This design comes from an exercise in tuning for small area and a short achievable clock period on the open sky130 flow, not from production work. At most, simulation tests tie the RTL to the original design; equivalence was not proved. No driver is modelled on the clock port, so clock power and skew are understated where the tree is cut down; a real chip needs a root buffer or a tree. Power and IR drop assume default switching activity.

main:
==> flow/design.v <==
module synchronous_fifo #(
    parameter DEPTH = 10,
    parameter DATA_WIDTH = 32
) (
    input                           clk,
    input                           rst_n,
    input                           w_en,
    input                           r_en,
    input       [DATA_WIDTH-1:0]    data_in,
    output reg  [DATA_WIDTH-1:0]    data_out,
    output reg                      full,
    output reg                      empty
);
function [4:0] j_up;
    input [4:0] j;
    j_up = {j[3:0], ~j[4]};
endfunction
function [4:0] j_down;
    input [4:0] j;
    j_down = {~j[0], j[4:1]};
endfunction
function j_is;
    input [4:0] j;
    input integer k;
    case (k)
        0: j_is = ~j[4] & ~j[0];
        1: j_is =  j[0] & ~j[1];
        2: j_is =  j[1] & ~j[2];
        3: j_is =  j[2] & ~j[3];
        4: j_is =  j[3] & ~j[4];
        5: j_is =  j[4] &  j[0];
        6: j_is = ~j[0] &  j[1];
        7: j_is = ~j[1] &  j[2];
        8: j_is = ~j[2] &  j[3];
        default: j_is = ~j[3] & j[4];
    endcase
endfunction
reg [4:0] occ;
reg [DEPTH-1:0] r_sel;
reg [DEPTH-1:0] w_ok, w_nok;
wire wr  = w_en & ~full;
wire rd  = r_en & ~empty;
wire inc = wr & ~rd;
wire dec = rd & ~wr;
wire [DEPTH-1:0] w_sel  = full ? r_sel : w_ok;
wire [DEPTH-1:0] w_next = wr ? {w_sel[DEPTH-2:0], w_sel[DEPTH-1]} : w_sel;
reg full_next;
always @(*) begin
    if (inc)      full_next = j_is(occ, 9);
    else if (dec) full_next = 1'b0;
    else          full_next = full;
end
always @(posedge clk) begin
    if (!rst_n) begin
        w_ok  <= {{(DEPTH-1){1'b0}}, 1'b1};
        w_nok <= {{(DEPTH-1){1'b1}}, 1'b0};
        r_sel <= {{(DEPTH-1){1'b0}}, 1'b1};
        occ   <= 5'd0;
        full  <= 1'b0;
        empty <= 1'b1;
    end else begin
        w_ok  <= full_next ? {DEPTH{1'b0}} : w_next;
        w_nok <= full_next ? {DEPTH{1'b1}} : ~w_next;
        full  <= full_next;
        if (rd) r_sel <= {r_sel[DEPTH-2:0], r_sel[DEPTH-1]};
        if (inc) begin
            occ   <= j_up(occ);
            empty <= 1'b0;
        end else if (dec) begin
            occ   <= j_down(occ);
            empty <= j_is(occ, 1);
        end
    end
end
genvar g;
wire [DATA_WIDTH-1:0] slot [0:DEPTH-1];
generate
    for (g = 0; g < DEPTH; g = g + 1) begin : row
        reg  [DATA_WIDTH-1:0] word;
        wire load = w_en & w_ok[g];
        wire keep = ~w_en | w_nok[g];
        always @(posedge clk)
            word <= (data_in & {DATA_WIDTH{load}}) | (word & {DATA_WIDTH{keep}});
        assign slot[g] = word;
    end
endgenerate
integer i;
reg [DATA_WIDTH-1:0] rdata;
always @(*) begin
    rdata = {DATA_WIDTH{1'b0}};
    for (i = 0; i < DEPTH; i = i + 1)
        rdata = rdata | ({DATA_WIDTH{r_sel[i]}} & slot[i]);
end
always @(posedge clk) begin
    if (!rst_n)
        data_out <= {DATA_WIDTH{1'b0}};
    else if (rd)
        data_out <= rdata;
end
endmodule
export LEC_CHECK = 0
export CAP_MARGIN = 20
export CORE_MARGIN = 2
export CORE_UTILIZATION = 55
export SETUP_SLACK_MARGIN = 1.5
export SLEW_MARGIN = 20
create_clock -name core_clock -period 3.0 [get_ports {clk}]
standard.sh (not shown) runs the stock make flow with config.mk's settings and CLKGATE_MAP_FILE= SYNTH_SCRIPT=/design/flow/synth_recipe.tcl, a recipe that flattens the netlist after the stock synthesis.
==> flow/flow/run.sh <==
#!/bin/bash
bash standard.sh BUFFER_PORTS_ARGS="-buffer_cell sky130_fd_sc_hd__buf_1" \
  CTS_ARGS="-sink_clustering_enable -repair_clock_nets -sink_clustering_size 20 -sink_clustering_max_diameter 70 -buf_list sky130_fd_sc_hd__clkbuf_16 -dont_use_dummy_load" \
  POST_CTS_TCL="$(pwd)/flow/post_cts.tcl" \
  > standard_run.log 2>&1
==> flow/flow/post_cts.tcl <==
source [file join [file dirname [info script]] unroot.tcl]
unroot_clock_tree
estimate_parasitics -placement
==> flow/flow/unroot.tcl <==
proc unroot_clock_tree {} {
  set block [ord::get_db_block]
  set clk_net [$block findNet clk]
  set root ""
  set nin 0
  foreach it [$clk_net getITerms] {
    if {[$it isInputSignal]} { set root [$it getInst]; incr nin }
  }
  if {$nin != 1} { puts "unroot: clock port feeds $nin pins, left as is"; return }
  set root_out ""
  foreach it [$root getITerms] {
    if {[$it isOutputSignal]} { set root_out [$it getNet] }
  }
  set loads {}
  foreach it [$root_out getITerms] {
    if {[$it isInputSignal]} {
      if {![string match "sky130_fd_sc_hd__clkbuf_*" [[[$it getInst] getMaster] getName]]} {
        puts "unroot: root buffer drives a non-buffer, left as is"; return
      }
      lappend loads $it
    }
  }
  if {[llength $loads] > 4} { puts "unroot: root drives [llength $loads] pins, left as is"; return }
  foreach it $loads {
    $it disconnect
    $it connect $clk_net
  }
  foreach it [$root getITerms] { if {[$it getNet] != "NULL"} { $it disconnect } }
  odb::dbInst_destroy $root
  odb::dbNet_destroy $root_out
  puts "unroot: clock port now feeds [llength $loads] clock buffers"
}
main ended with every stage complete and zero timing, DRC or antenna violations.
Input-level comparison between the feature branch and main:
-- flow/design.v --
<<< main, line 78
    for (g = 0; g < DEPTH; g = g + 1) begin : row
        reg  [DATA_WIDTH-1:0] word;
        wire load = w_en & w_ok[g];
        wire keep = ~w_en | w_nok[g];
        always @(posedge clk)
            word <= (data_in & {DATA_WIDTH{load}}) | (word & {DATA_WIDTH{keep}});
        assign slot[g] = word;
    end
>>> the feature branch, line 78
    for (g = 0; g < DEPTH; g = g + 1) begin : row
        reg  [DATA_WIDTH-1:0] word;
        always @(posedge clk)
            word <= (data_in & {DATA_WIDTH{w_ok[g]}}) | (word & {DATA_WIDTH{w_nok[g]}});
        assign slot[g] = word;
    end
[summary]
Cmp the feature branch vs main: synthesis-to-finish area growth higher in the feature branch
Compared with main, the feature branch shows a higher final routed wire length divided by cell count.
Combinational share of power sits lower in the feature branch than in main.
The feature branch and main ended up with nearly the same utilization.
Of the feature branch and main, it is the feature branch that has the lower net count reported at finish.
The RTL of the feature branch was laid out without a check of its function.

what the ideal ports hide:
No port has a modelled driver above. Below, the same layouts with a new extraction and two added sets of constraints. Step 1 (the two cells are an assumption about what drives the block):
set clk [get_ports {clk}]
set_driving_cell -lib_cell sky130_fd_sc_hd__clkbuf_16 $clk
set_driving_cell -lib_cell sky130_fd_sc_hd__buf_2 [delete_from_list [all_inputs] $clk]
Step 2 also shifts input and output timing later by t, the mid clock arrival at the registers, as if the neighbouring blocks saw the same clock. Slacks: no drivers / after step 1 / after step 2; pairs: no drivers / after step 1.
run	t, ns	setup slack, ns	hold slack, ns	worst setup path at the end	latest minus earliest clock arrival (ns)
main	0.458	1.503 / 1.440 / 1.125	0.480 / 0.480 / 0.480	input to register	0.033 / 0.033
the feature branch	0.468	1.310 / 1.242 / 0.983	0.476 / 0.476 / 0.476	input to register	0.028 / 0.027
After both steps every run listed still meets setup and hold. The setup slack of main, which loses most, moves by -0.063 ns with the drivers and by -0.378 ns with both steps.
